Source: an optimization exercise on an open RTL-to-GDS flow (aim: small area). Production flows keep margins and buffers that such runs may drop.
RTL that was checked went through simulation tests only; none was proved equivalent to the original.
The RTL of run 1 was laid out without a check of its function.
No driver is modelled on the clock port, so clock power and skew are understated where the tree is cut down; a real chip needs a root buffer or a tree.
No activity file was given, so power comes from the tool's default toggle rates.

<file path="design.v">
module directional_traffic_controller (
    input wire clk, reset,
    input wire [1:0] north_ml_level, south_ml_level,
    input wire [1:0] east_ml_level, west_ml_level,
    input wire ml_prediction_valid,
    input wire emergency_override,
    input wire [1:0] emergency_direction,
    input wire [7:0] north_queue, south_queue,
    input wire [7:0] east_queue, west_queue,
    output wire [2:0] north_light, south_light, east_light, west_light,
    output wire [3:0] current_phase,
    output wire [31:0] phase_timer,
    output wire [1:0] current_mode
);
    function automatic [8:0] sub8(input [7:0] a, input [7:0] b);
        integer i;
        reg bw;
        begin
            bw = 1'b0;
            for (i = 0; i < 8; i = i + 1) begin
                sub8[i] = a[i] ^ b[i] ^ bw;
                bw = (~a[i] & (b[i] | bw)) | (b[i] & bw);
            end
            sub8[8] = bw;
        end
    endfunction
    function automatic [6:0] add7(input [6:0] a, input [6:0] b, input cin);
        integer i;
        reg cy;
        begin
            cy = cin;
            for (i = 0; i < 7; i = i + 1) begin
                add7[i] = a[i] ^ b[i] ^ cy;
                cy = (a[i] & b[i]) | (cy & (a[i] | b[i]));
            end
        end
    endfunction
    function automatic [6:0] step7(input [6:0] a, input en, input down);
        integer i;
        reg cy;
        begin
            cy = en;
            for (i = 0; i < 7; i = i + 1) begin
                step7[i] = a[i] ^ cy;
                cy = cy & (a[i] ^ down);
            end
        end
    endfunction
    function automatic [6:0] base(input [2:0] p);
        case (p)
            3'd0, 3'd3: base = 7'd20;
            3'd1, 3'd4: base = 7'd3;
            default:    base = 7'd2;
        endcase
    endfunction
    reg [2:0] ph;
    reg [5:0] r;
    reg [6:0] w;
    reg       adapt;
    reg [1:0] lvl_ns, lvl_ew;
    reg [6:0] tmr;
    reg       wrapq;
    reg       emq;
    reg       modeq;
    reg       jadv;
    reg [1:0] dirq;
    wire [7:0] qa = ph[0] ? east_queue : north_queue;
    wire [7:0] qb = ph[0] ? west_queue : south_queue;
    wire [8:0] qs = sub8(qa, qb);
    wire imb_q = qs[8] ? ~(qs[7:0] > 8'd235) : (qs[7:0] > 8'd20);
    wire       green = (ph == 3'd0) | (ph == 3'd3);
    wire [1:0] lvl   = ph[0] ? lvl_ew : lvl_ns;
    wire       imb   = imb_q;
    reg  [4:0] k5;
    always @(*) begin
        case ({lvl, imb})
            3'b000: k5 = 5'd5;
            3'b001, 3'b010: k5 = 5'd10;
            3'b011, 3'b100: k5 = 5'd15;
            3'b101, 3'b110: k5 = 5'd20;
            default: k5 = 5'd25;
        endcase
        if (~(green & adapt)) k5 = 5'd0;
    end
    wire       rz   = ~|r;
    wire       rhi  = r[5] & (r[4] | (r[3] & r[2] & r[1] & r[0]));   
    wire       rend = r[5] & r[4] & r[0];                            
    wire [6:0] t    = add7(w, {1'b0, k5, 1'b0}, 1'b0);
    wire       wrap = t[6] & (t[5] | t[4] | t[3]);                   
    wire       adv  = wrap | (rz & ~|t);
    wire [6:0] tmr_n = wrap ? add7(t, 7'd81, ~rz & ~rhi) : t;
    wire [2:0] nph = (ph == 3'd5) ? 3'd0 : ph + 3'd1;
    wire [1:0] max_ns = (north_ml_level > south_ml_level) ? north_ml_level : south_ml_level;
    wire [1:0] max_ew = (east_ml_level > west_ml_level) ? east_ml_level : west_ml_level;
    always @(posedge clk) begin
        dirq <= emergency_direction;
        if (ml_prediction_valid) begin
            lvl_ns <= max_ns;
            lvl_ew <= max_ew;
        end
    end
    always @(posedge clk or posedge reset) begin
        if (reset) begin
            adapt <= 1'b0;
        end else if (ml_prediction_valid) begin
            adapt <= 1'b1;
        end
    end
    always @(posedge clk or posedge reset) begin
        if (reset) begin
            ph    <= 3'd0;
            r     <= 6'd0;
            w     <= 7'd20;
            tmr   <= 7'd30;
            wrapq <= 1'b0;
            emq   <= 1'b0;
            modeq <= 1'b0;
            jadv  <= 1'b0;
        end else if (emergency_override) begin
            r     <= 6'd0;
            w     <= base(ph);
            tmr   <= 7'd103;    
            wrapq <= 1'b0;
            emq   <= 1'b1;
            modeq <= 1'b0;
            jadv  <= 1'b0;
        end else begin
            tmr   <= tmr_n;
            wrapq <= wrap;
            emq   <= 1'b0;
            modeq <= adapt;
            jadv  <= adv;
            if (adv) begin
                ph <= nph;
                r  <= 6'd0;
                w  <= base(nph);
            end else begin
                r  <= rend ? 6'd0 : step7({1'b0, r}, 1'b1, 1'b0);
                w  <= step7(w, rz, 1'b1);
            end
        end
    end
    wire ns_g = jadv ? (ph == 3'd1) : (ph == 3'd0);
    wire ns_y = jadv ? (ph == 3'd2) : (ph == 3'd1);
    wire ew_g = jadv ? (ph == 3'd4) : (ph == 3'd3);
    wire ew_y = jadv ? (ph == 3'd5) : (ph == 3'd4);
    assign north_light = emq ? {dirq != 2'd0, 1'b0, dirq == 2'd0} : {~(ns_g | ns_y), ns_y, ns_g};
    assign south_light = emq ? {dirq != 2'd1, 1'b0, dirq == 2'd1} : {~(ns_g | ns_y), ns_y, ns_g};
    assign east_light  = emq ? {dirq != 2'd2, 1'b0, dirq == 2'd2} : {~(ew_g | ew_y), ew_y, ew_g};
    assign west_light  = emq ? {dirq != 2'd3, 1'b0, dirq == 2'd3} : {~(ew_g | ew_y), ew_y, ew_g};
    assign current_phase = {1'b0, ph};
    assign current_mode  = {emq, modeq};
    assign phase_timer = {5'd0, wrapq, 1'b0, wrapq, 3'd0, wrapq, wrapq, wrapq, wrapq,
                          1'b0, wrapq, 1'b0, wrapq, wrapq, wrapq, 1'b0, emq, emq, emq, tmr};
endmodule
</file>
<file path="flow/run.sh">
#!/bin/bash
# Standard synthesis, then the combinational logic re-mapped by ABC for area
# (registers untouched), then the standard layout with the smallest buffer
# (buf_1) on every input and output port. Each tool's output goes to its own log.
set -euo pipefail
export BUFFER_PORTS_ARGS="-buffer_cell sky130_fd_sc_hd__buf_1"
R=orfs/results/${FLOW_PLATFORM}/directional_traffic_controller/base
LIB=${FLOW_HOME}/platforms/${FLOW_PLATFORM}/lib/sky130_fd_sc_hd__tt_025C_1v80.lib
YOSYS=$(command -v yosys || echo ${FLOW_HOME}/../tools/install/yosys/bin/yosys)

bash standard.sh synth > 1_standard_synth.log 2>&1
cp $R/1_2_yosys.v $R/1_2_yosys_standard.v
sed -e "s#LIBFILE#${LIB}#g" -e "s#INFILE#$R/1_2_yosys_standard.v#" \
    -e "s#OUTFILE#$R/1_2_yosys.v#" -e "s#TOPNAME#${FLOW_TOP}#" \
    -e "s#ABCSCRIPT#$PWD/flow/area.abc#" flow/remap.ys > remap_run.ys
${YOSYS} -l 2_remap.log remap_run.ys > /dev/null 2>&1
rm -f $R/1_synth.odb $R/1_synth.sdc
bash standard.sh synth > 3_standard_resynth.log 2>&1
bash standard.sh finish > 4_standard_finish.log 2>&1
</file>
<file path="flow/area.abc">
strash
balance -l
resub -K 6 -l
rewrite -l
resub -K 6 -N 2 -l
refactor -l
resub -K 8 -l
balance -l
resub -K 8 -N 2 -l
rewrite -l
resub -K 10 -l
rewrite -z -l
resub -K 10 -N 2 -l
balance -l
resub -K 12 -l
refactor -z -l
resub -K 12 -N 2 -l
rewrite -z -l
balance -l
dch -f
amap
</file>
<file path="flow/remap.ys">
# Re-map the combinational logic of the standard synthesis for area.
# Registers (and tie cells) are kept as they are, with their names.
read_liberty -ignore_miss_func -ignore_miss_dir LIBFILE
blackbox sky130_fd_sc_hd__df* sky130_fd_sc_hd__edf* sky130_fd_sc_hd__sdf* sky130_fd_sc_hd__sedf* sky130_fd_sc_hd__dl* sky130_fd_sc_hd__conb*
read_verilog INFILE
hierarchy -top TOPNAME
flatten
opt -purge
abc -liberty LIBFILE -dont_use *lpflow* -dont_use *probe* -script ABCSCRIPT
opt_clean -purge
hilomap -singleton -hicell sky130_fd_sc_hd__conb_1 HI -locell sky130_fd_sc_hd__conb_1 LO
insbuf -buf sky130_fd_sc_hd__buf_4 A X
splitnets
opt_clean -purge
stat -liberty LIBFILE
write_verilog -noexpr -noattr -nohex -nodec OUTFILE
</file>
<file path="standard.sh">
#!/bin/bash
# synth_recipe.tcl (not shown) runs the flow's synth.tcl, then flattens the netlist and writes it again
# the make line also repeats each setting of config.mk as NAME=value (left out here)
make -C /OpenROAD-flow-scripts/flow DESIGN_CONFIG=/design/flow/config.mk WORK_HOME=/design/flow/orfs CLKGATE_MAP_FILE= SYNTH_SCRIPT=/design/flow/synth_recipe.tcl "${@:-finish}"
</file>
<file path="config.mk">
export PLATFORM = sky130hd
export DESIGN_NAME = directional_traffic_controller
export DESIGN_NICKNAME = directional_traffic_controller
export VERILOG_FILES = /design/flow/design.v
export SDC_FILE = /design/flow/constraint.sdc
export NUM_CORES = 4
export LEC_CHECK = 0
export CAP_MARGIN = 20
export CORE_MARGIN = 2
export CORE_UTILIZATION = 40
export SLEW_MARGIN = 20
</file>
<file path="constraint.sdc">
create_clock -name core_clock -period 30.0 [get_ports {clk}]
set_input_delay 6.0000 -clock core_clock [delete_from_list [all_inputs] [get_ports {clk}]]
set_output_delay 6.0000 -clock core_clock [all_outputs]
set_load 0.01 [all_outputs]
</file>
==> notes.md, run 1 <==
* Final Hold Vio Count at 0
* Final min period at around 11 ns
* Post-DP HPWL at 3660 µm
* Port Buffer Count at 82
* CP most frequent cell: nand2_1
* Final Cell Area at about 0.0026 mm²
* Fin. max-slew vios at 0
* Static leakage at just under 1 nW
* CP endpoint kind: register
* Worst Skew at 0.00470 ns
* Die ar. at approximately 0.0064 mm²
* Starting Density at 41.6%
* Skew-Pair Late Insertion Delay at 0.29 ns
* GRT overflow at 0
* Post-placement cell area at about 0.0025 mm²
* Slew @ Worst Pin at 0.907 ns
* Final setup viols at 0
* Fin nets at 416
* Fin util at a little under half
* Root cell of the clock tree: clkbuf_8
* Total wire length at 4660 µm
* Warnings from Yosys at 1
* Max stage delay on crit path at 0.43 ns
* Drt wl/cell at 10.5 µm
* DRC viols at 0
* Final ANT Viol Nets at 0
* Vias/cell at 4.95
* Clock transition at path regs at ~0.07 ns
* Setup_tns at 0 ns
* Relative slew slack at 38.0%
* Initial DRC count at 88
* Syn avg cell area at approximately 7.6 µm²
* Max Clock Freq at between 0.08 and 0.09 GHz
* Initial antenna violation count at 0
* Post-Syn Instances at 302
* Final Cycle Share at between 30% and 40%
* Max Cap Violations at 0
* DRT Pass-1 Iters at 4
* Die span in y at 79.9 µm
* Crit path arrival time at 11.46 ns
* Commonest non-fill, non-tap cells in the layout: 82 x buf_1, 53 x nor2_1, 35 x nand2_1
* TritonCTS clock tree: done
* Number of global-route vias before repair at 1917
* Status: timing/DRC/antenna clean
* Placed Instances at roughly 440
* Peak supply drop at 0.0276 mV
* CP top delay family: compound AO/OA/AOI/OAI gates
* TritonCTS Sinks at 34
* CP Max Fanout at 6
* GRT Overall Usage at 15.7%
* Area of the mapped netlist at 0.00230 mm²
* Layout cell share with drive strength beyond 1 at 4.04%
* CTS Buf Count at 5
* Largest net degree at the start of global routing at 29
* WS Path Type: in -> reg
* Area Growth Syn to Fin at 12.6%
* Post-route setup slack at 18.75 ns
* CTS H-tree depth at 2
* RSZ-0062 raised after global routing: false
* Diodes inserted at 0
* Buf+Inv Stages, Crit Path at 3
* Power Density at 86.9 mW/mm²
* Fin cells at 443
* Post-CTS Resized at 0
* Rows at 27
* Critical-path top delay cell: or4_1
* Fin Hold WS at 0.500 ns
* Pre-CTS setup slack at 18.47 ns
* I/O pin count at 96
* Post-CTS setup buffer count at 0
* First-pass GRT wire length at 7960 µm
* Gpl congestion at 0.848
* Hold WC Path Type: reg -> reg
* Core region area at 0.00554 mm²
* Worst-case clock buffer depth at 2
* Worst Setup Start Kind: primary input
* Hold-fix buffers at CTS at 0
* Via count of the routed design at 2195
* Most common cell after layout, fill and taps aside: buf_1
* Data required, critical path at 30.21 ns
* Overall Power at 225 µW
* Die W at 79.9 µm
==> layer usage <==
metal  global-route usage, %  share of wire [%]  vias up
met4                    5.08                1.5        0
met5                       0                  0        -
met1                    19.7                 46      969
met2                    26.3                 46       67
met3                    4.07                6.3        6
li1                        -                  -     1153
==> power breakdown <==
group	leakage [nW]	total [mW]	switching [mW]	internal (mW)
clock network	0.0472	0.0351	0.0166	0.0184
registers	0.391	0.0709	0.0116	0.0593
logic	0.554	0.119	0.0755	0.0440
total	0.992	0.225	0.104	0.122
==> worst paths after layout <==
path                       cells past startpoint  slack, ns                 to               from
max in group asynchronous                      2      23.87  adapt$_DFFE_PP0P_              reset
min in group asynchronous                      2       5.74   tmr[0]$_DFF_PP0_              reset
setup reg to reg                              33      22.79     w[4]$_DFF_PP1_  ph[0]$_DFFE_PP0P_
setup / recovery                              33      18.75     w[4]$_DFF_PP1_      east_queue[1]
hold reg to reg                                1       0.50  adapt$_DFFE_PP0P_  adapt$_DFFE_PP0P_
hold / removal                                 1       0.50  adapt$_DFFE_PP0P_  adapt$_DFFE_PP0P_
==> area by class of cell <==
| type | count | area (µm²) |
|---|---|---|
| inverters | 28 | 105 |
| repair buffers | 82 | 308 |
| clock buffers | 6 | 82.6 |
| flip-flops and latches | 34 | 868 |
| fillers | 584 | 2950 |
| multi-input cells | 219 | 1130 |
| clock inverters | 2 | 12.5 |
| well taps | 72 | 90.1 |
==> flip-flops by register name, summed over array words and instances, names as in the netlist, 2 cells and up <==
register / flops
lvl_ns: 2
dirq: 2
tmr: 7
lvl_ew: 2
ph: 3
r: 6
w: 7
==> run 2: changes to the inputs <==
--- a/design.v
+++ b/design.v
@@ -56,12 +56,10 @@
     reg [2:0] ph;
     reg [5:0] r;
-    reg [6:0] w;
+    reg [6:0] qc;
     reg       adapt;
     reg [1:0] lvl_ns, lvl_ew;
     reg [6:0] tmr;
-    reg       wrapq;
     reg       emq;
     reg       modeq;
-    reg       jadv;
     reg [1:0] dirq;
     wire [7:0] qa = ph[0] ? east_queue : north_queue;
@@ -72,19 +70,20 @@
     wire [1:0] lvl   = ph[0] ? lvl_ew : lvl_ns;
     wire       imb   = imb_q;
-    reg  [4:0] k5;
+    reg  [6:0] dt;
     always @(*) begin
-        case ({lvl, imb})
-            3'b000: k5 = 5'd5;
-            3'b001, 3'b010: k5 = 5'd10;
-            3'b011, 3'b100: k5 = 5'd15;
-            3'b101, 3'b110: k5 = 5'd20;
-            default: k5 = 5'd25;
-        endcase
-        if (~(green & adapt)) k5 = 5'd0;
+        if (green & adapt)
+            case ({lvl, imb})
+                3'b000: dt = 7'd30;
+                3'b001, 3'b010: dt = 7'd40;
+                3'b011, 3'b100: dt = 7'd50;
+                3'b101, 3'b110: dt = 7'd60;
+                default: dt = 7'd70;
+            endcase
+        else dt = base(ph);
     end
     wire       rz   = ~|r;
     wire       rhi  = r[5] & (r[4] | (r[3] & r[2] & r[1] & r[0]));   
     wire       rend = r[5] & r[4] & r[0];                            
-    wire [6:0] t    = add7(w, {1'b0, k5, 1'b0}, 1'b0);
+    wire [6:0] t    = add7(dt, ~qc, 1'b1);
     wire       wrap = t[6] & (t[5] | t[4] | t[3]);                   
     wire       adv  = wrap | (rz & ~|t);
@@ -111,34 +110,31 @@
             ph    <= 3'd0;
             r     <= 6'd0;
-            w     <= 7'd20;
+            qc    <= 7'd0;
             tmr   <= 7'd30;
-            wrapq <= 1'b0;
             emq   <= 1'b0;
             modeq <= 1'b0;
-            jadv  <= 1'b0;
         end else if (emergency_override) begin
             r     <= 6'd0;
-            w     <= base(ph);
+            qc    <= 7'd0;
             tmr   <= 7'd103;    
-            wrapq <= 1'b0;
             emq   <= 1'b1;
             modeq <= 1'b0;
-            jadv  <= 1'b0;
         end else begin
             tmr   <= tmr_n;
-            wrapq <= wrap;
             emq   <= 1'b0;
             modeq <= adapt;
-            jadv  <= adv;
             if (adv) begin
                 ph <= nph;
                 r  <= 6'd0;
-                w  <= base(nph);
+                qc <= 7'd0;
             end else begin
                 r  <= rend ? 6'd0 : step7({1'b0, r}, 1'b1, 1'b0);
-                w  <= step7(w, rz, 1'b1);
+                qc <= step7(qc, rz, 1'b0);
             end
         end
     end
+    wire cz    = rz & ~|qc;
+    wire jadv  = cz & ~emq & ~(tmr[4] & ~tmr[5] & ~tmr[6]);    
+    wire wrapq = cz & ~emq & (tmr[5] | tmr[6]);                
     wire ns_g = jadv ? (ph == 3'd1) : (ph == 3'd0);
     wire ns_y = jadv ? (ph == 3'd2) : (ph == 3'd1);
--- a/flow/run.sh
+++ b/flow/run.sh
@@ -2,7 +2,11 @@
 # Standard synthesis, then the combinational logic re-mapped by ABC for area
 # (registers untouched), then the standard layout with the smallest buffer
-# (buf_1) on every input and output port. Each tool's output goes to its own log.
+# (buf_1) on every input and output port, one tie cell for all constant
+# outputs, and a clock tree of small buffers. Each tool's output goes to its
+# own log in this folder.
 set -euo pipefail
 export BUFFER_PORTS_ARGS="-buffer_cell sky130_fd_sc_hd__buf_1"
+export SKIP_REPAIR_TIE_FANOUT=0
+export CTS_ARGS="-sink_clustering_enable -repair_clock_nets -dont_use_dummy_load -buf_list sky130_fd_sc_hd__clkbuf_8 -root_buf sky130_fd_sc_hd__clkbuf_8 -sink_clustering_size 40 -sink_clustering_max_diameter 200"
 R=orfs/results/${FLOW_PLATFORM}/directional_traffic_controller/base
 LIB=${FLOW_HOME}/platforms/${FLOW_PLATFORM}/lib/sky130_fd_sc_hd__tt_025C_1v80.lib
==> notes.md, run 2 <==
* Largest regs: qc x7, tmr x7, r x6
* Syn avg cell area at 7.34 µm²
* Max Clock Freq at 0.0880 GHz
* Fin. max-slew vios at 0
* CP endpoint kind: register
* GRT overflow at 0
* Area Growth Syn to Fin at 12.0%
* Final ANT Viol Nets at 0
* Skew-Pair Late Insertion Delay at 0.29 ns
* Relative slew slack at 55.5%
* Largest net degree at the start of global routing at 27
* Final Cell Area at 0.00259 mm²
* Final setup viols at 0
* RSZ-0062 raised after global routing: false
* Peak supply drop at 0.0517 mV
* Die span in y at ~80 µm
* Pre-CTS setup slack at between 15 and 20 ns
* Slew @ Worst Pin at 0.668 ns
* Core region area at 0.00554 mm²
* DRT Pass-1 Iters at 4
* Via count of the routed design at 2210
* Post-DP HPWL at between 3000 and 4000 µm
* Worst Setup Start Kind: primary input
* Number of global-route vias before repair at 1916
* Final Hold Vio Count at 0
* Max stage delay on crit path at 0.41 ns
* Commonest non-fill, non-tap cells in the layout: 82 x buf_1, 50 x nor2_1, 38 x nand2_1
* TritonCTS Sinks at 32
* CP Max Fanout at 9
* Vias/cell at 4.89
* Post-Syn Instances at 315
* TritonCTS clock tree: done
* Gpl congestion at 0.826
* Max Cap Violations at 0
* GRT Overall Usage at 15.8%
* Layout cell share with drive strength beyond 1 at 2.63%
* Hold WC Path Type: reg -> reg
* Root cell of the clock tree: clkbuf_8
* Drt wl/cell at about 10 µm
* Initial DRC count at 68
* Met2 WL at between 2000 and 2500 µm
* Crit path arrival time at 11.56 ns
* Status: timing/DRC/antenna clean
* Post-CTS setup buffer count at 0
* Static leakage at 0.997 nW
* CTS Buf Count at 5
* Warnings from Yosys at 1
* # fillers at 603
* Post-CTS Resized at 0
* Setup_tns at 0 ns
* CP most frequent cell: nand2_1
* Worst-case clock buffer depth at 2
* Diodes inserted at 0
* Hold-fix buffers at CTS at 0
* Total wire length at 4720 µm
* Placed Instances at around 450
* Most common cell after layout, fill and taps aside: buf_1
* Top Metal Used: met4
* WS Path Type: in -> reg
* Post-route setup slack at roughly 19 ns
* Die W at 80.0 µm
* I/O pin count at 96
* Fin nets at 428
* Initial antenna violation count at 0
* Final Cycle Share at approximately 38%
* DRC viols at 0
* Final min period at 11.36 ns
* Metal3 WL at 304 µm
* Starting Density at 41.7%
* CTS H-tree depth at 2
* Clock transition at path regs at 0.06 ns
* Rows at 27
* Power Density at roughly 120 mW/mm²
* Die ar. at 0.00640 mm²
* Met1 wire length at about 2200 µm
* Area of the mapped netlist at 0.00231 mm²
* First-pass GRT wire length at 8010 µm
* Critical-path top delay cell: or2_0
* Post-placement cell area at 0.00249 mm²
* Data required, critical path at 30.19 ns
* Port Buffer Count at 82
* Worst Skew at approximately 0.017 ns
* Fin cells at between 400 and 500
-- run 2: area by class of cell --
cell class / instances / area [µm²] / area share (%)
sequential: 32 / 816 / 31.5
clock buffer: 5 / 68.8 / 2.66
timing repair buffer: 83 / 335 / 13.0
inverter: 33 / 124 / 4.79
multi-input combinational: 227 / 1150 / 44.6
tap: 72 / 90.1 / 3.48
-- run 2: metal layers --
| metal | vias to the layer above | track usage, % |
|---|---|---|
| met5 | - | 0 |
| met4 | 0 | 6.10 |
| met3 | 8 | 2.83 |
| met2 | 75 | 27.0 |
| met1 | 939 | 19.8 |
| li1 | 1188 | - |
-- run 2: path summary, 6_finish.rpt --
kind	slack, ns	depth (start not counted)	start	to
min in group asynchronous	5.62	2	reset	emq$_DFF_PP0_
worst min-delay path	0.48	1	r[1]$_DFF_PP0_	r[1]$_DFF_PP0_
worst min register to register	0.48	1	r[1]$_DFF_PP0_	r[1]$_DFF_PP0_
max in group asynchronous	23.91	3	reset	tmr[2]$_DFF_PP1_
worst max-delay path	18.64	41	east_queue[1]	r[1]$_DFF_PP0_
worst max register to register	22.84	41	ph[0]$_DFFE_PP0P_	r[1]$_DFF_PP0_
-- run 2: metrics by stage --
stage | utilization (%) | total power, mW | hold slack (ns)
6_report | 46.7 | 0.299 | 0.483
5_1_grt | 46.7 | 0.342 | 0.511
4_1_cts | 46.2 | 0.302 | 0.487
3_5_place_dp | 45.0 | 0.271 | 0.476
3_3_place_gp | 45.0 | 0.268 | 0.466
2_1_floorplan | - | 0.241 | 0.450
-- run 2: where the power goes --
part,switching [mW],internal [mW],leakage [nW],total [mW]
registers,0.00903,0.0554,0.378,0.0644
logic,0.136,0.0704,0.583,0.207
clock network,0.0136,0.0148,0.0359,0.0285
total,0.159,0.141,0.997,0.299
-- run 2: worst max-delay path, delay by kind of cell --
kind / cells / cell delay [ns]
buffers and inverters: 3 / 0.37
AND/OR/NAND/NOR: 23 / 2.52
AO/OA/AOI/OAI: 15 / 2.65
==> run 3: changes to the inputs <==
--- a/flow/run.sh
+++ b/flow/run.sh
@@ -7,6 +7,6 @@
 set -euo pipefail
 export BUFFER_PORTS_ARGS="-buffer_cell sky130_fd_sc_hd__buf_1"
-export SKIP_REPAIR_TIE_FANOUT=0
-export CTS_ARGS="-sink_clustering_enable -repair_clock_nets -dont_use_dummy_load -buf_list sky130_fd_sc_hd__clkbuf_8 -root_buf sky130_fd_sc_hd__clkbuf_8 -sink_clustering_size 40 -sink_clustering_max_diameter 200"
+export SKIP_REPAIR_TIE_FANOUT=1
+export CTS_ARGS="-sink_clustering_enable -repair_clock_nets -dont_use_dummy_load -buf_list sky130_fd_sc_hd__clkbuf_4 -root_buf sky130_fd_sc_hd__clkbuf_4 -sink_clustering_size 12 -sink_clustering_max_diameter 60"
 R=orfs/results/${FLOW_PLATFORM}/directional_traffic_controller/base
 LIB=${FLOW_HOME}/platforms/${FLOW_PLATFORM}/lib/sky130_fd_sc_hd__tt_025C_1v80.lib
==> notes.md, run 3 <==
* Most common cell after layout, fill and taps aside: buf_1
* Gpl congestion at 0.784
* Final Hold Vio Count at 0
* Worst-case clock buffer depth at 2
* Setup_tns at 0 ns
* Fin nets at 415
* Final Cycle Share at 37.5%
* RSZ-0062 raised after global routing: false
* Slew @ Worst Pin at between 0.9 and 1 ns
* Critical-path top delay cell: or2_0
* Power Density at between 100 and 150 mW/mm²
* Area Growth Syn to Fin at 7.47%
* Crit path arrival time at 11.50 ns
* CP most frequent cell: nand2_1
* Via count of the routed design at 2198
* Max Clock Freq at about 0.089 GHz
* Vias/cell at approximately 5
* Final setup viols at 0
* Largest net degree at the start of global routing at 27
* Warnings from Yosys at 1
* Data required, critical path at 30.23 ns
* Die ar. at 0.00640 mm²
* Diodes inserted at 0
* Commonest non-fill, non-tap cells in the layout: 82 x buf_1, 50 x nor2_1, 38 x nand2_1
* Hold-fix buffers at CTS at 0
* Core region area at 0.00554 mm²
* CP endpoint kind: register
* Area of the mapped netlist at between 0.002 and 0.0025 mm²
* Initial DRC count at 68
* Max stage delay on crit path at 0.40 ns
* Layout cell share with drive strength beyond 1 at 2.45%
* DRT Pass-1 Iters at 4
* Post-CTS setup buffer count at 0
* Worst Skew at 0.0272 ns
* Root cell of the clock tree: clkbuf_4
* Final ANT Viol Nets at 0
* First-pass GRT wire length at 7770 µm
* Initial antenna violation count at 0
* Max Cap Violations at 0
* GRT overflow at 0
* Relative slew slack at 38.1%
* Total wire length at about 4700 µm
* Rows at 27
* I/O pin count at 96
* GRT Overall Usage at around 15%
* Syn avg cell area at 7.34 µm²
* Post-DP HPWL at 3750 µm
* TritonCTS clock tree: done
* Status: timing/DRC/antenna clean
* Post-Syn Instances at between 300 and 400
* Port Buffer Count at between 80 and 90
* Overall Power at 293 µW
* Worst Setup Start Kind: primary input
* Post-CTS Resized at 0
* CP Max Fanout at 9
* Fin util at 44.8%
* Largest regs: qc x7, tmr x7, r x6
* Hold WC Path Type: reg -> reg
* CTS H-tree depth at 2
* Drt wl/cell at around 11 µm
* Number of global-route vias before repair at 1874
* Die span in y at 80.0 µm
* Die W at 80.0 µm
* Skew-Pair Late Insertion Delay at 0.34 ns
* CTS Buf Count at 5
* TritonCTS Sinks at 32
* WS Path Type: in -> reg
* Static leakage at 0.932 nW
* DRC viols at 0
* Clock transition at path regs at 0.09 ns
* Fin. max-slew vios at 0
* Final min period at 11.26 ns
* Starting Density at 41.7%
* Peak supply drop at approximately 0.054 mV
==> run 3: power breakdown <==
part           switching (mW)  total (mW)  leakage (nW)  internal, mW
clock network          0.0131      0.0209        0.0230       0.00781
registers             0.00964      0.0649         0.378        0.0553
logic                   0.137       0.207         0.531        0.0700
==> run 3: critical path: cells and delay by family <==
kind                   cells  cell delay (ns)
AOI/OAI and AO/OA         15             2.63
buffers and inverters      3             0.37
and+or+nand+nor           23             2.50
==> run 3: layer usage <==
metal | GRT usage (%) | part of all wire [%] | vias to the layer above
met5 | 0 | 0 | -
met4 | 5.76 | 1.8 | 0
met3 | 3.51 | 5.7 | 8
met2 | 26.2 | 45 | 61
met1 | 18.7 | 48 | 957
li1 | - | - | 1172
==> run 3: per-stage QoR <==
stage          hold WS, ns  area, µm²  setup WS [ns]  cells
3_5_place_dp         0.475       2450          18.47    434
5_1_grt              0.534       2480          17.95    439
3_3_place_gp         0.467       2450          18.68    434
6_report             0.489       2480          18.74    439
4_1_cts              0.490       2480          18.79    439
2_1_floorplan        0.450       2310          19.27    315
==> run 3: final timing paths <==
check | startpoint | endpoint | slack [ns] | depth (start not counted)
worst min-delay path | r[1]$_DFF_PP0_ | r[1]$_DFF_PP0_ | 0.49 | 1
worst max register to register | ph[0]$_DFFE_PP0P_ | r[1]$_DFF_PP0_ | 22.87 | 41
max in group asynchronous | reset | adapt$_DFFE_PP0P_ | 23.83 | 2
worst max-delay path | east_queue[1] | r[1]$_DFF_PP0_ | 18.74 | 41
min in group asynchronous | reset | emq$_DFF_PP0_ | 5.71 | 2
worst min register to register | r[1]$_DFF_PP0_ | r[1]$_DFF_PP0_ | 0.49 | 1
==> run 3: layout make-up <==
| cell class | instances | area, µm² |
|---|---|---|
| fill | 581 | 3060 |
| multi-input combinational | 215 | 1110 |
| sequential | 32 | 816 |
| timing repair buffer | 82 | 308 |
| inverter | 33 | 124 |
| tap | 72 | 90.1 |
| clock buffer | 5 | 37.5 |
==> run 4: changes to the inputs <==
--- a/design.v
+++ b/design.v
@@ -48,9 +48,10 @@
     endfunction
     function automatic [6:0] base(input [2:0] p);
-        case (p)
-            3'd0, 3'd3: base = 7'd20;
-            3'd1, 3'd4: base = 7'd3;
-            default:    base = 7'd2;
-        endcase
+        reg g, y;
+        begin
+            g = ~p[2] & ~(p[1] ^ p[0]);
+            y = (~p[1] & (p[2] ^ p[0]));
+            base = {2'b00, g, 1'b0, g, ~g, y};
+        end
     endfunction
     reg [2:0] ph;
@@ -67,5 +68,5 @@
     wire [8:0] qs = sub8(qa, qb);
     wire imb_q = qs[8] ? ~(qs[7:0] > 8'd235) : (qs[7:0] > 8'd20);
-    wire       green = (ph == 3'd0) | (ph == 3'd3);
+    wire       green = ~ph[2] & ~(ph[1] ^ ph[0]);               
     wire [1:0] lvl   = ph[0] ? lvl_ew : lvl_ns;
     wire       imb   = imb_q;
@@ -89,5 +90,5 @@
     wire       adv  = wrap | (rz & ~|t);
     wire [6:0] tmr_n = wrap ? add7(t, 7'd81, ~rz & ~rhi) : t;
-    wire [2:0] nph = (ph == 3'd5) ? 3'd0 : ph + 3'd1;
+    wire [2:0] nph = {(ph[1] & ph[0]) | (ph[2] & ~ph[0]), ~ph[2] & (ph[1] ^ ph[0]), ~ph[0]};
     wire [1:0] max_ns = (north_ml_level > south_ml_level) ? north_ml_level : south_ml_level;
     wire [1:0] max_ew = (east_ml_level > west_ml_level) ? east_ml_level : west_ml_level;
@@ -137,8 +138,8 @@
     wire jadv  = cz & ~emq & ~(tmr[4] & ~tmr[5] & ~tmr[6]);    
     wire wrapq = cz & ~emq & (tmr[5] | tmr[6]);                
-    wire ns_g = jadv ? (ph == 3'd1) : (ph == 3'd0);
-    wire ns_y = jadv ? (ph == 3'd2) : (ph == 3'd1);
-    wire ew_g = jadv ? (ph == 3'd4) : (ph == 3'd3);
-    wire ew_y = jadv ? (ph == 3'd5) : (ph == 3'd4);
+    wire ns_g = ~ph[2] & ~ph[1] & ~(ph[0] ^ jadv);                           
+    wire ns_y = ~ph[2] & (jadv ? (ph[1] & ~ph[0]) : (~ph[1] & ph[0]));       
+    wire ew_g = jadv ? (ph[2] & ~ph[0]) : (ph[1] & ph[0]);                   
+    wire ew_y = ph[2] & ~(ph[0] ^ jadv);                                     
     assign north_light = emq ? {dirq != 2'd0, 1'b0, dirq == 2'd0} : {~(ns_g | ns_y), ns_y, ns_g};
     assign south_light = emq ? {dirq != 2'd1, 1'b0, dirq == 2'd1} : {~(ns_g | ns_y), ns_y, ns_g};
==> flow/run.sh (replaced) <==
#!/bin/bash
# Standard synthesis, then the combinational logic re-mapped by ABC for area
# (registers untouched; the smallest of a few ABC scripts is kept), then the
# standard layout with the smallest buffer (buf_1) on every input and output
# port, one tie cell for all constant outputs, and a clock tree of small
# buffers. Each tool's output goes to its own log in this folder.
set -euo pipefail
export BUFFER_PORTS_ARGS="-buffer_cell sky130_fd_sc_hd__buf_1"
export SKIP_REPAIR_TIE_FANOUT=1
export CTS_ARGS="-sink_clustering_enable -repair_clock_nets -dont_use_dummy_load -buf_list sky130_fd_sc_hd__clkbuf_4 -root_buf sky130_fd_sc_hd__clkbuf_4 -sink_clustering_size 12 -sink_clustering_max_diameter 60"
R=orfs/results/${FLOW_PLATFORM}/directional_traffic_controller/base
LIB=${FLOW_HOME}/platforms/${FLOW_PLATFORM}/lib/sky130_fd_sc_hd__tt_025C_1v80.lib
YOSYS=$(command -v yosys || echo ${FLOW_HOME}/../tools/install/yosys/bin/yosys)

bash standard.sh synth > 1_standard_synth.log 2>&1
cp $R/1_2_yosys.v $R/1_2_yosys_standard.v
best=""; best_area=""
for s in flow/area*.abc; do
  n=$(basename $s .abc)
  sed -e "s#LIBFILE#${LIB}#g" -e "s#INFILE#$R/1_2_yosys_standard.v#" \
      -e "s#OUTFILE#$R/remap_$n.v#" -e "s#TOPNAME#${FLOW_TOP}#" \
      -e "s#ABCSCRIPT#$PWD/$s#" flow/remap.ys > remap_$n.ys
  if ${YOSYS} -l 2_remap_$n.log remap_$n.ys > /dev/null 2>&1; then
    a=$(grep "Chip area for module" 2_remap_$n.log | tail -1 | awk '{print $NF}')
    echo "$n $a" >> 2_remap_areas.log
    if [[ -z "$best" ]] || awk -v a="$a" -v b="$best_area" 'BEGIN{exit !(a < b)}'; then
      best=$n; best_area=$a
    fi
  fi
done
echo "chosen $best $best_area" >> 2_remap_areas.log
if [[ -n "$best" ]]; then
  cp $R/remap_$best.v $R/1_2_yosys.v
  rm -f $R/1_synth.odb $R/1_synth.sdc
  bash standard.sh synth > 3_standard_resynth.log 2>&1
fi
bash standard.sh finish > 4_standard_finish.log 2>&1
==> flow/area1.abc (new file) <==
strash
balance -l
resub -K 6 -l
rewrite -l
resub -K 6 -N 2 -l
refactor -l
resub -K 8 -l
balance -l
resub -K 8 -N 2 -l
rewrite -l
resub -K 10 -l
rewrite -z -l
resub -K 10 -N 2 -l
balance -l
resub -K 12 -l
refactor -z -l
resub -K 12 -N 2 -l
rewrite -z -l
balance -l
dch -f
amap
==> flow/area2.abc (new file) <==
strash
balance -l
resub -K 6 -l
rewrite -l
resub -K 6 -N 2 -l
refactor -l
resub -K 8 -l
balance -l
resub -K 8 -N 2 -l
rewrite -l
resub -K 10 -l
rewrite -z -l
resub -K 10 -N 2 -l
balance -l
resub -K 12 -l
refactor -z -l
resub -K 12 -N 2 -l
rewrite -z -l
balance -l
balance -l
resub -K 6 -l
rewrite -l
resub -K 6 -N 2 -l
refactor -l
resub -K 8 -l
balance -l
resub -K 8 -N 2 -l
rewrite -l
resub -K 10 -l
rewrite -z -l
resub -K 10 -N 2 -l
balance -l
resub -K 12 -l
refactor -z -l
resub -K 12 -N 2 -l
rewrite -z -l
balance -l
dch -f
amap
==> flow/area3.abc (new file) <==
strash
balance -l
resub -K 6 -l
rewrite -l
resub -K 6 -N 2 -l
refactor -l
resub -K 8 -l
balance -l
resub -K 8 -N 2 -l
rewrite -l
resub -K 10 -l
rewrite -z -l
resub -K 10 -N 2 -l
balance -l
resub -K 12 -l
refactor -z -l
resub -K 12 -N 2 -l
rewrite -z -l
balance -l
dch -f
amap -m
==> flow/area4.abc (new file) <==
strash
balance -l
resub -K 6 -l
rewrite -l
resub -K 6 -N 2 -l
refactor -l
resub -K 8 -l
balance -l
resub -K 8 -N 2 -l
rewrite -l
resub -K 10 -l
rewrite -z -l
resub -K 10 -N 2 -l
balance -l
resub -K 12 -l
refactor -z -l
resub -K 12 -N 2 -l
rewrite -z -l
balance -l
dch
amap
removed: flow/area.abc
==> notes.md, run 4 <==
* Diodes inserted at 0
* Initial DRC count at 82
* CP Max Fanout at 9
* Max Clock Freq at 0.0892 GHz
* Fin. max-slew vios at 0
* Worst-case clock buffer depth at 2
* Gpl congestion at 0.813
* Max stage delay on crit path at 0.39 ns
* Port Buffer Count at 82
* Fin nets at between 400 and 500
* Setup_tns at 0 ns
* Int Power at ~120 µW
* Commonest non-fill, non-tap cells in the layout: 82 x buf_1, 48 x nor2_1, 41 x nand2_1
* Met1 usage at 21.0%
* Switching share of power at between 50% and 60%
* Post-CTS setup buffer count at 0
* Max Cap Violations at 0
* Status: timing/DRC/antenna clean
* Hold WC Path Type: reg -> reg
* Net Sw Power at approximately 120 µW
* Clock transition at path regs at 0.10 ns
* Via count of the routed design at ~2200
* Warnings from Yosys at 1
* Critical-path top delay cell: or4_1
* CP endpoint kind: register
* Area Growth Syn to Fin at 8.65%
* Slew @ Worst Pin at 0.643 ns
* Share of power burned in registers at a little over a quarter
* Grt peak-use layer: met2
* Relative slew slack at about 57%
* TritonCTS clock tree: done
* Power Density at 94.9 mW/mm²
* Most common cell after layout, fill and taps aside: buf_1
* Total wire length at roughly 4900 µm
* Core region area at 0.00554 mm²
* Root cell of the clock tree: clkbuf_4
* Layout cell share with drive strength beyond 1 at between 2 and 3%
* Number of global-route vias before repair at 1893
* RSZ-0062 raised after global routing: false
* Crit path arrival time at 11.45 ns
* DRT Pass-1 Iters at 5
* I/O pin count at 96
* Peak supply drop at 0.0413 mV
* Final setup viols at 0
* Die W at approximately 80 µm
* Flop2flop setup slack at 22.94 ns
* DRC viols at 0
* Die ar. at 0.00641 mm²
* Overall Power at 239 µW
* TritonCTS Sinks at 32
* Rows at 27
* GRT overflow at 0
* Post-DP HPWL at 3830 µm
* Worst Skew at 0.0233 ns
* CTS Buf Count at 5
* Largest regs: qc x7, tmr x7, r x6
* Final min period at around 11 ns
* WS Path Type: in -> reg
* Logic gate share of total power at 64.4%
* Initial antenna violation count at 0
* Final Hold Vio Count at 0
* Worst Setup Start Kind: primary input
* Post-CTS Resized at 0
* Vias/cell at between 5 and 6
* Die span in y at between 80 and 90 µm
* Starting Density at 41.8%
* Hold-fix buffers at CTS at 0
* Fin Hold WS at 0.488 ns
* Post-Syn Instances at 311
* Drt wl/cell at between 10 and 15 µm
* CTS H-tree depth at 2
* Data required, critical path at 30.23 ns
* Final ANT Viol Nets at 0
* Met3 Track Usage GR at approximately 3.4%
* Syn avg cell area at approximately 7.4 µm²
* Grt met2 use at between 20% and 30%
* GRT Overall Usage at 15.8%
* Largest net degree at the start of global routing at 27
* Final Cycle Share at 37.4%
* CP most frequent cell: nand2_1
* Static leakage at roughly 0.96 nW
* First-pass GRT wire length at 8160 µm
* Clock power frac at 8.8%
* Skew-Pair Late Insertion Delay at 0.33 ns
* Area of the mapped netlist at about 0.0023 mm²
[run 4: cell type report]
| cell class | instances | area [µm²] |
|---|---|---|
| Fill cell | 587 | 3030 |
| Multi-Input combinational cell | 212 | 1120 |
| Sequential cell | 32 | 816 |
| Timing Repair Buffer | 83 | 335 |
| Inverter | 32 | 120 |
| Tap cell | 72 | 90.1 |
| Clock buffer | 5 | 37.5 |
[run 4: through the flow]
stage | area (µm²) | instances | utilization, % | setup WS, ns
after global placement | 2450 | 430 | 44.2 | 18.79
final | 2510 | 436 | 45.4 | 18.79
after global routing | 2510 | 436 | 45.4 | 17.95
after detailed placement | 2450 | 430 | 44.2 | 18.55
after floorplan | 2310 | 311 | - | 19.34
after CTS | 2490 | 435 | 44.9 | 18.87
[run 4: layer usage]
metal / up-vias / wire, µm
li1: 1168 / -
met1: 993 / 2290
met2: 68 / 2230
met3: 2 / 338
met4: 0 / 21
met5: - / 0
[run 4: power by group through the flow]
stage               sequential [mW]  clock (mW)  combinational (mW)
floorplan                    0.0642           0               0.131
global placement             0.0649           0               0.151
detailed placement           0.0651           0               0.153
CTS                          0.0642      0.0220               0.154
global route                 0.0663      0.0238               0.179
finish                       0.0640      0.0209               0.154
[run 4: path summary, 6_finish.rpt]
path | from | cells after the start | end
max in group asynchronous | reset | 3 | ph[0]$_DFFE_PP0P_
min reg2reg | adapt$_DFFE_PP0P_ | 1 | adapt$_DFFE_PP0P_
min | adapt$_DFFE_PP0P_ | 1 | adapt$_DFFE_PP0P_
max | west_queue[0] | 39 | r[1]$_DFF_PP0_
min in group asynchronous | reset | 2 | r[5]$_DFF_PP0_
max reg2reg | ph[0]$_DFFE_PP0P_ | 40 | r[1]$_DFF_PP0_
[run 4: critical path: cells and delay by family]
kind | cells | cell delay (ns)
and+or+nand+nor | 22 | 2.39
AOI/OAI and AO/OA | 15 | 2.92
buffers and inverters | 2 | 0.14
==> run 5: changes to the inputs <==
--- a/flow/run.sh
+++ b/flow/run.sh
@@ -9,4 +9,5 @@
 export SKIP_REPAIR_TIE_FANOUT=1
 export CTS_ARGS="-sink_clustering_enable -repair_clock_nets -dont_use_dummy_load -buf_list sky130_fd_sc_hd__clkbuf_4 -root_buf sky130_fd_sc_hd__clkbuf_4 -sink_clustering_size 12 -sink_clustering_max_diameter 60"
+export POST_CTS_TCL="$PWD/flow/post_cts.tcl"
 R=orfs/results/${FLOW_PLATFORM}/directional_traffic_controller/base
 LIB=${FLOW_HOME}/platforms/${FLOW_PLATFORM}/lib/sky130_fd_sc_hd__tt_025C_1v80.lib
==> flow/post_cts.tcl (new file) <==
set block [ord::get_db_block]
set port_net [[$block findBTerm clk] getNet]
set port_loads [$port_net getITerms]
if {[llength $port_loads] == 1} {
  set root [[lindex $port_loads 0] getInst]
  set root_out [[$root findITerm X] getNet]
  set leaves {}
  set ok 1
  foreach it [$root_out getITerms] {
    if {[$it getInst] == $root} { continue }
    if {![string match "sky130_fd_sc_hd__clkbuf_*" [[[$it getInst] getMaster] getName]]} { set ok 0 }
    lappend leaves $it
  }
  if {$ok && [llength $leaves] >= 1 && [llength $leaves] <= 4} {
    foreach it $leaves {
      $it disconnect
      $it connect $port_net
    }
    odb::dbInst_destroy $root
    odb::dbNet_destroy $root_out
    puts "post_cts: removed clock root buffer, clock port drives [llength $leaves] buffers"
  }
}
estimate_parasitics -placement
--- a/flow/remap.ys
+++ b/flow/remap.ys
@@ -8,4 +8,7 @@
 opt -purge
 abc -liberty LIBFILE -dont_use *lpflow* -dont_use *probe* -script ABCSCRIPT
+# the reset inverter drives every register's reset pin: give it a stronger
+# inverter of the same area
+chtype -set sky130_fd_sc_hd__inv_2 w:reset %co1 t:sky130_fd_sc_hd__clkinv_1 t:sky130_fd_sc_hd__inv_1 %u %i
 opt_clean -purge
 hilomap -singleton -hicell sky130_fd_sc_hd__conb_1 HI -locell sky130_fd_sc_hd__conb_1 LO
==> notes.md, run 5 <==
* CP Max Fanout at 9
* Worst Setup Start Kind: primary input
* Final ANT Viol Nets at 0
* Worst Skew at 0.0220 ns
* Peak supply drop at 0.0413 mV
* Max Clock Freq at around 0.088 GHz
* Final Hold Vio Count at 0
* Reg2reg path depth at 40
* Port Buffer Count at 82
* Skew-Pair Late Insertion Delay at 0.16 ns
* Via count of the routed design at 2228
* Commonest non-fill, non-tap cells in the layout: 82 x buf_1, 48 x nor2_1, 41 x nand2_1
* Post-DP HPWL at around 3800 µm
* Layout cell share with drive strength beyond 1 at under 10%
* GRT Overall Usage at 15.5%
* CP endpoint kind: register
* Clock transition at path regs at 0.10 ns
* Final min period at 11.38 ns
* Status: timing/DRC/antenna clean
* DRC viols at 0
* DRT Pass-1 Iters at 4
* First-pass GRT wire length at 8090 µm
* Largest regs: qc x7, tmr x7, r x6
* RSZ-0062 raised after global routing: false
* Final Cell Area at around 0.0025 mm²
* Reg2reg start: ph[0]$_DFFE_PP0P_
* Gpl congestion at 0.813
* Post-placement cell area at 0.00245 mm²
* Worst setup path startpoint: west_queue[0]
* Starting Density at approximately two fifths
* Initial DRC count at 65
* Rows at 27
* Max stage delay on crit path at 0.39 ns
* Slew @ Worst Pin at 0.645 ns
* Drt wl/cell at 11.1 µm
* Die ar. at ~0.0064 mm²
* Fin. max-slew vios at 0
* End point of the critical path: r[1]$_DFF_PP0_
* TritonCTS Sinks at 32
* Total wire length at 4850 µm
* Data required, critical path at 30.07 ns
* Relative slew slack at between 50% and 60%
* Final Cycle Share at 37.9%
* Warnings from Yosys at 1
* Die span in y at 80.1 µm
* Most common cell after layout, fill and taps aside: buf_1
* Area Growth Syn to Fin at 8.32%
* Flop2flop setup slack at between 20 and 25 ns
* Static leakage at approximately 0.95 nW
* Syn avg cell area at 7.44 µm²
* CP most frequent cell: nand2_1
* Number of global-route vias before repair at approximately 1900
* GRT overflow at 0
* Core region area at 0.00554 mm²
* Power Density at between 90 and 100 mW/mm²
* Setup_tns at 0 ns
* Max Cap Violations at 0
* WS Path Type: in -> reg
* Die W at between 80 and 90 µm
* Diodes inserted at 0
* Largest net degree at the start of global routing at 27
* Crit path arrival time at 11.45 ns
* Fin nets at 411
* Critical-path top delay cell: or4_1
* Vias/cell at 5.12
* # fillers at slightly below 600
* Initial antenna violation count at 0
* Area of the mapped netlist at 0.00231 mm²
* Post-Syn Instances at approximately 310
* Final setup viols at 0
* I/O pin count at 96
* Hold WC Path Type: reg -> reg
* RR Endpoint: r[1]$_DFF_PP0_
==> run 5: power breakdown <==
| group | switching (mW) | internal, mW |
|---|---|---|
| logic | 0.0997 | 0.0543 |
| clock network | 0.0109 | 0.00638 |
| registers | 0.00938 | 0.0546 |
| total | 0.120 | 0.115 |
==> run 5: worst max-delay path, delay by kind of cell <==
family                 cells  cell delay, ns
AND/OR/NAND/NOR           22            2.39
buffers and inverters      2            0.14
AO/OA/AOI/OAI             15            2.92
==> run 5: layer usage <==
metal / GRT usage [%] / up-vias / wire [µm]
met2: 26.3 / 62 / 2190
met4: 2.88 / 0 / 47
li1: - / 1168 / -
met1: 20.9 / 993 / 2330
met3: 3.03 / 5 / 277
met5: 0 / - / 0
==> run 5: final cells by class <==
cell class / count / area [µm²] / area share (%)
timing repair buffer: 83 / 335 / 13.4
tap: 72 / 90.1 / 3.59
multi-input combinational: 212 / 1120 / 44.5
sequential: 32 / 816 / 32.5
clock buffer: 4 / 30.0 / 1.20
inverter: 32 / 120 / 4.79
==> run 5: worst min-delay path by stage <==
stage | from | to | slack (ns) | cells after the start
final | adapt$_DFFE_PP0P_ | adapt$_DFFE_PP0P_ | 0.49 | 1
after global routing | r[1]$_DFF_PP0_ | r[1]$_DFF_PP0_ | 0.51 | 1
after detailed placement | adapt$_DFFE_PP0P_ | adapt$_DFFE_PP0P_ | 0.48 | 1
after global placement | adapt$_DFFE_PP0P_ | adapt$_DFFE_PP0P_ | 0.47 | 1
after floorplan | r[1]$_DFF_PP0_ | r[1]$_DFF_PP0_ | 0.45 | 1
==> run 5: per-stage QoR <==
stage,hold slack [ns],instances,utilization [%],power (mW),setup WS (ns)
after global routing,0.510,435,45.3,0.265,17.77
final,0.487,435,45.3,0.235,18.62
after global placement,0.472,430,44.2,0.216,18.79
after floorplan,0.450,311,-,0.195,19.34
after detailed placement,0.475,430,44.2,0.218,18.55
==> run 6: changes to the inputs <==
--- a/flow/remap.ys
+++ b/flow/remap.ys
@@ -8,7 +8,4 @@
 opt -purge
 abc -liberty LIBFILE -dont_use *lpflow* -dont_use *probe* -script ABCSCRIPT
-# the reset inverter drives every register's reset pin: give it a stronger
-# inverter of the same area
-chtype -set sky130_fd_sc_hd__inv_2 w:reset %co1 t:sky130_fd_sc_hd__clkinv_1 t:sky130_fd_sc_hd__inv_1 %u %i
 opt_clean -purge
 hilomap -singleton -hicell sky130_fd_sc_hd__conb_1 HI -locell sky130_fd_sc_hd__conb_1 LO
@@ -16,4 +13,12 @@
 splitnets
 opt_clean -purge
+write_verilog -noexpr -noattr -nohex -nodec OUTFILE
+# The reset inverter drives every register's reset pin: give it a stronger
+# inverter of the same area.
+design -reset
+read_liberty -lib LIBFILE
+read_verilog OUTFILE
+hierarchy -top TOPNAME
+chtype -set sky130_fd_sc_hd__inv_2 w:reset %co1 t:sky130_fd_sc_hd__clkinv_1 t:sky130_fd_sc_hd__inv_1 %u %i
 stat -liberty LIBFILE
 write_verilog -noexpr -noattr -nohex -nodec OUTFILE
==> notes.md, run 6 <==
* Skew-Pair Late Insertion Delay at between 0.15 and 0.2 ns
* Rows at 27
* Warnings from Yosys at 1
* Reg2reg start: ph[0]$_DFFE_PP0P_
* Crit path arrival time at 11.37 ns
* Critical-path top delay cell: or4_1
* Die W at between 80 and 90 µm
* RR Endpoint: r[1]$_DFF_PP0_
* Initial antenna violation count at 0
* CP Max Fanout at 9
* End point of the critical path: r[1]$_DFF_PP0_
* GRT overflow at 0
* Initial DRC count at 57
* Worst setup path startpoint: south_queue[1]
* Final Hold Vio Count at 0
* Gpl congestion at about 0.8
* Power Density at between 90 and 100 mW/mm²
* Fin. max-slew vios at 0
* Max Clock Freq at 0.0886 GHz
* Final Cycle Share at 37.6%
* DRT Pass-1 Iters at 5
* GRT Overall Usage at 15.1%
* Slew @ Worst Pin at 0.633 ns
* Syn avg cell area at ~7.4 µm²
* Commonest non-fill, non-tap cells in the layout: 82 x buf_1, 48 x nor2_1, 41 x nand2_1
* Peak supply drop at 0.0460 mV
* Data required, critical path at 30.09 ns
* Port Buffer Count at 82
* Final ANT Viol Nets at 0
* Worst Skew at around 0.032 ns
* CP most frequent cell: nand2_1
* Final setup viols at 0
* Placed Instances at 430
* Worst Setup Start Kind: primary input
* Total wire length at 4770 µm
* DRC viols at 0
* Post-Syn Instances at 311
* Die ar. at 0.00641 mm²
* Relative slew slack at between 50 and 60%
* Clock transition at path regs at 0.11 ns
* Largest regs: qc x7, tmr x7, r x6
* Core region area at 0.00554 mm²
* Max Cap Violations at 0
* TritonCTS Sinks at 32
* Area of the mapped netlist at 0.00231 mm²
* Overall Power at 233 µW
* Fin util at 44.8%
* Starting Density at 41.8%
* I/O pin count at between 90 and 100
* Diodes inserted at 0
* Fin cells at 434
* Area Growth Syn to Fin at 7.14%
* RSZ-0062 raised after global routing: false
* Static leakage at 0.944 nW
* Vias/cell at 5.01
* Fin nets at 410
* Status: timing/DRC/antenna clean
* First-pass GRT wire length at 7820 µm
* Final min period at 11.28 ns
* Layout cell share with drive strength beyond 1 at 2.49%
* Via count of the routed design at between 2000 and 2500
* Setup_tns at 0 ns
* WS Path Type: in -> reg
* Max stage delay on crit path at 0.39 ns
* Reg2reg path depth at 40
* Hold WC Path Type: reg -> reg
* Number of global-route vias before repair at 1888
* Drt wl/cell at 11.0 µm
* Flop2flop setup slack at 23.02 ns
* Largest net degree at the start of global routing at 27
* Most common cell after layout, fill and taps aside: buf_1
* CP endpoint kind: register
* Post-DP HPWL at ~3800 µm
* Die span in y at 80.1 µm
[run 6: layout make-up]
type,instances,area (µm²)
clock buffer,4,30.0
fill,576,3060
inverter,32,120
multi-input combinational,212,1120
sequential,32,816
tap,72,90.1
timing repair buffer,82,308
[run 6: worst max-delay path: cells and delay by family]
kind	cells	cell delay, ns
buffers and inverters	2	0.13
and+or+nand+nor	23	2.43
AOI/OAI and AO/OA	15	2.79
[run 6: through the flow]
stage               worst slack, ns  hold slack, ns  instance area (µm²)
detailed placement            18.58           0.476                 2450
global route                  17.89           0.525                 2480
global placement              18.80           0.471                 2450
floorplan                     19.34           0.450                 2310
finish                        18.72           0.488                 2480
[run 6: report_power, final]
| group | switching (mW) | internal [mW] |
|---|---|---|
| Clock | 0.0107 | 0.00638 |
| Sequential | 0.00937 | 0.0546 |
| Combinational | 0.0984 | 0.0539 |
| Total | 0.118 | 0.115 |
[run 6: per-layer routing]
layer	up-vias	share of wire (%)	track usage, %	routed length (µm)
li1	1168	-	-	-
met1	940	49	19.4	2350
met2	61	44	26.0	2100
met3	4	5.8	3.60	277
met4	0	0.98	3.22	47
met5	-	0	0	0
[run 6: worst min-delay path by stage]
stage                            startpoint                 to  slack [ns]  cells after the start
final                     adapt$_DFFE_PP0P_  adapt$_DFFE_PP0P_        0.49                      1
after floorplan              r[1]$_DFF_PP0_     r[1]$_DFF_PP0_        0.45                      1
after global routing      adapt$_DFFE_PP0P_  adapt$_DFFE_PP0P_        0.53                      1
after detailed placement     r[1]$_DFF_PP0_     r[1]$_DFF_PP0_        0.48                      1
after global placement    adapt$_DFFE_PP0P_  adapt$_DFFE_PP0P_        0.47                      1
==> run 7: changes to the inputs <==
--- a/flow/run.sh
+++ b/flow/run.sh
@@ -1,8 +1,3 @@
 #!/bin/bash
-# Standard synthesis, then the combinational logic re-mapped by ABC for area
-# (registers untouched; the smallest of a few ABC scripts is kept), then the
-# standard layout with the smallest buffer (buf_1) on every input and output
-# port, one tie cell for all constant outputs, and a clock tree of small
-# buffers. Each tool's output goes to its own log in this folder.
 set -euo pipefail
 export BUFFER_PORTS_ARGS="-buffer_cell sky130_fd_sc_hd__buf_1"
==> notes.md, run 7 <==
* Diodes inserted at 0
* Final Hold Vio Count at 0
* Fin. max-slew vios at 0
* Total wire length at between 4000 and 5000 µm
* Max Cap Violations at 0
* Hold Crit Endpoint: adapt$_DFFE_PP0P_
* Peak supply drop at 0.0460 mV
* I/O pin count at 96
* Gpl congestion at ~0.82
* Reg2reg path depth at 40
* RSZ-0062 raised after global routing: false
* Final setup viols at 0
* Port Buffer Count at 82
* Overall Power at 233 µW
* Worst Setup Start Kind: primary input
* Die W at around 80 µm
* Most common cell after layout, fill and taps aside: buf_1
* Fin cells at 434
* Largest net degree at the start of global routing at 27
* First-pass GRT wire length at slightly below 8000 µm
* Syn avg cell area at 7.44 µm²
* Layout cell share with drive strength beyond 1 at 2.49%
* Status: timing/DRC/antenna clean
* TritonCTS Sinks at 32
* Max stage delay on crit path at 0.39 ns
* DRT Pass-1 Iters at 5
* Critical-path top delay cell: or4_1
* CP Max Fanout at 9
* Slew @ Worst Pin at 0.633 ns
* Buf+Inv Stages, Crit Path at 2
* Die ar. at 0.00641 mm²
* WS Path Type: in -> reg
* Worst Skew at 0.0324 ns
* Reg2reg start: ph[0]$_DFFE_PP0P_
* Number of global-route vias before repair at roughly 1900
* GRT overflow at 0
* Met3 Track Usage GR at under 10%
* Power Density at 94.1 mW/mm²
* Min-delay src: adapt$_DFFE_PP0P_
* Vias/cell at 5.01
* Final ANT Viol Nets at 0
* Largest regs: qc x7, tmr x7, r x6
* Flop2flop setup slack at 23.02 ns
* Post-Syn Instances at 311
* Drt wl/cell at 11.0 µm
* Fin nets at 410
* Commonest non-fill, non-tap cells in the layout: 82 x buf_1, 48 x nor2_1, 41 x nand2_1
* Starting Density at a little over two fifths
* Setup_tns at 0 ns
* Hold depth at 1
* CP top delay family: compound AO/OA/AOI/OAI gates
* Pre-CTS setup slack at 18.58 ns
* Relative slew slack at 57.8%
* Core region area at 0.00554 mm²
* Data required, critical path at 30.09 ns
* Area Growth Syn to Fin at 7.14%
* Post-DP HPWL at 3840 µm
* Initial antenna violation count at 0
* Skew-Pair Late Insertion Delay at 0.17 ns
* Rows at 27
* Post-route setup slack at ~19 ns
* Grt peak-use layer: met2
* GRT Overall Usage at 15.1%
* Clock transition at path regs at 0.11 ns
* RR Endpoint: r[1]$_DFF_PP0_
* Met1 usage at 19.4%
* Placed Instances at 430
* Static leakage at 0.944 nW
* Final Cycle Share at 37.6%
* Warnings from Yosys at 1
* Initial DRC count at 57
* Grt met2 use at 26.0%
* Max Clock Freq at ~0.089 GHz
* Via count of the routed design at 2173
* Crit path arrival time at between 10 and 15 ns
* Area of the mapped netlist at 0.00231 mm²
* CP endpoint kind: register
* CP most frequent cell: nand2_1
* Final min period at 11.28 ns
* Hold WC Path Type: reg -> reg
* Die span in y at ~80 µm
* DRC viols at 0
## run 7: final cells by class
cell class | instances | area, µm²
sequential | 32 | 816
multi-input combinational | 212 | 1120
fill | 576 | 3060
timing repair buffer | 82 | 308
tap | 72 | 90.1
inverter | 32 | 120
clock buffer | 4 | 30.0
## run 7: power by group
group	leakage (nW)	switching, mW	internal, mW
clock	0.0184	0.0107	0.00638
sequential	0.377	0.00937	0.0546
combinational	0.548	0.0984	0.0539
## run 7: stage by stage
stage / util [%] / cell area, µm² / hold slack, ns
floorplan: - / 2310 / 0.450
global placement: 44.2 / 2450 / 0.471
detailed placement: 44.2 / 2450 / 0.476
global route: 44.8 / 2480 / 0.525
finish: 44.8 / 2480 / 0.488
## run 7: worst max path at each step
| stage | start | to | slack, ns | cells after the start |
|---|---|---|---|---|
| after global routing | south_queue[1] | r[1]$_DFF_PP0_ | 17.89 | 40 |
| after global placement | east_queue[1] | r[1]$_DFF_PP0_ | 18.80 | 39 |
| after detailed placement | south_queue[1] | r[1]$_DFF_PP0_ | 18.58 | 40 |
| final | south_queue[1] | r[1]$_DFF_PP0_ | 18.72 | 40 |
| after floorplan | east_queue[1] | r[1]$_DFF_PP0_ | 19.34 | 38 |
## run 7: per-layer routing
metal / wire length (µm) / share of wire, % / vias to the layer above
met5: 0 / 0 / -
met4: 47 / 0.98 / 0
met3: 277 / 5.8 / 4
met2: 2100 / 44 / 61
met1: 2350 / 49 / 940
li1: - / - / 1168
## run 7: worst register-to-register path, delay by kind of cell (launching register included)
kind                   cells  cell delay, ns
flip-flops                 1            0.75
AO/OA/AOI/OAI             15            2.99
AND/OR/NAND/NOR           23            2.43
buffers and inverters      2            0.76

[separate check: timing with driven ports]
In the flow no input, the clock included, has a driving cell. The finished layouts below were timed again as built, in two steps. Step 1: set_driving_cell puts a clkbuf_16 on clk and a buf_2 on each other input, an assumption about the parent block. Step 2 also shifts input and output timing later by t, the mid clock arrival at the registers, as if the neighbouring blocks saw the same clock. Slacks: ideal ports / drivers / drivers and shift; pairs: ideal ports / drivers.
run | shift t [ns] | setup slack, ns | worst hold slack (ns) | worst register clock-pin slew, ns
run 1 | 0.313 | 18.748 / 18.755 / 18.442 | 0.500 / 0.500 / 0.500 | 0.07 / 0.07
run 2 | 0.305 | 18.636 / 18.639 / 18.333 | 0.483 / 0.483 / 0.483 | 0.06 / 0.06
run 3 | 0.347 | 18.736 / 18.740 / 18.394 | 0.489 / 0.489 / 0.489 | 0.10 / 0.10
run 4 | 0.338 | 18.787 / 18.790 / 18.452 | 0.488 / 0.488 / 0.488 | 0.10 / 0.10
run 5 | 0.192 | 18.616 / 18.638 / 18.446 | 0.487 / 0.487 / 0.487 | 0.10 / 0.10
run 6 | 0.198 | 18.719 / 18.740 / 18.542 | 0.488 / 0.488 / 0.488 | 0.11 / 0.11
run 7 | 0.198 | 18.719 / 18.740 / 18.542 | 0.488 / 0.488 / 0.488 | 0.11 / 0.11
After both steps every run listed still meets setup and hold. For run 3, which loses most, drivers alone change the setup slack by +0.004 ns; drivers and shift together by -0.342 ns.
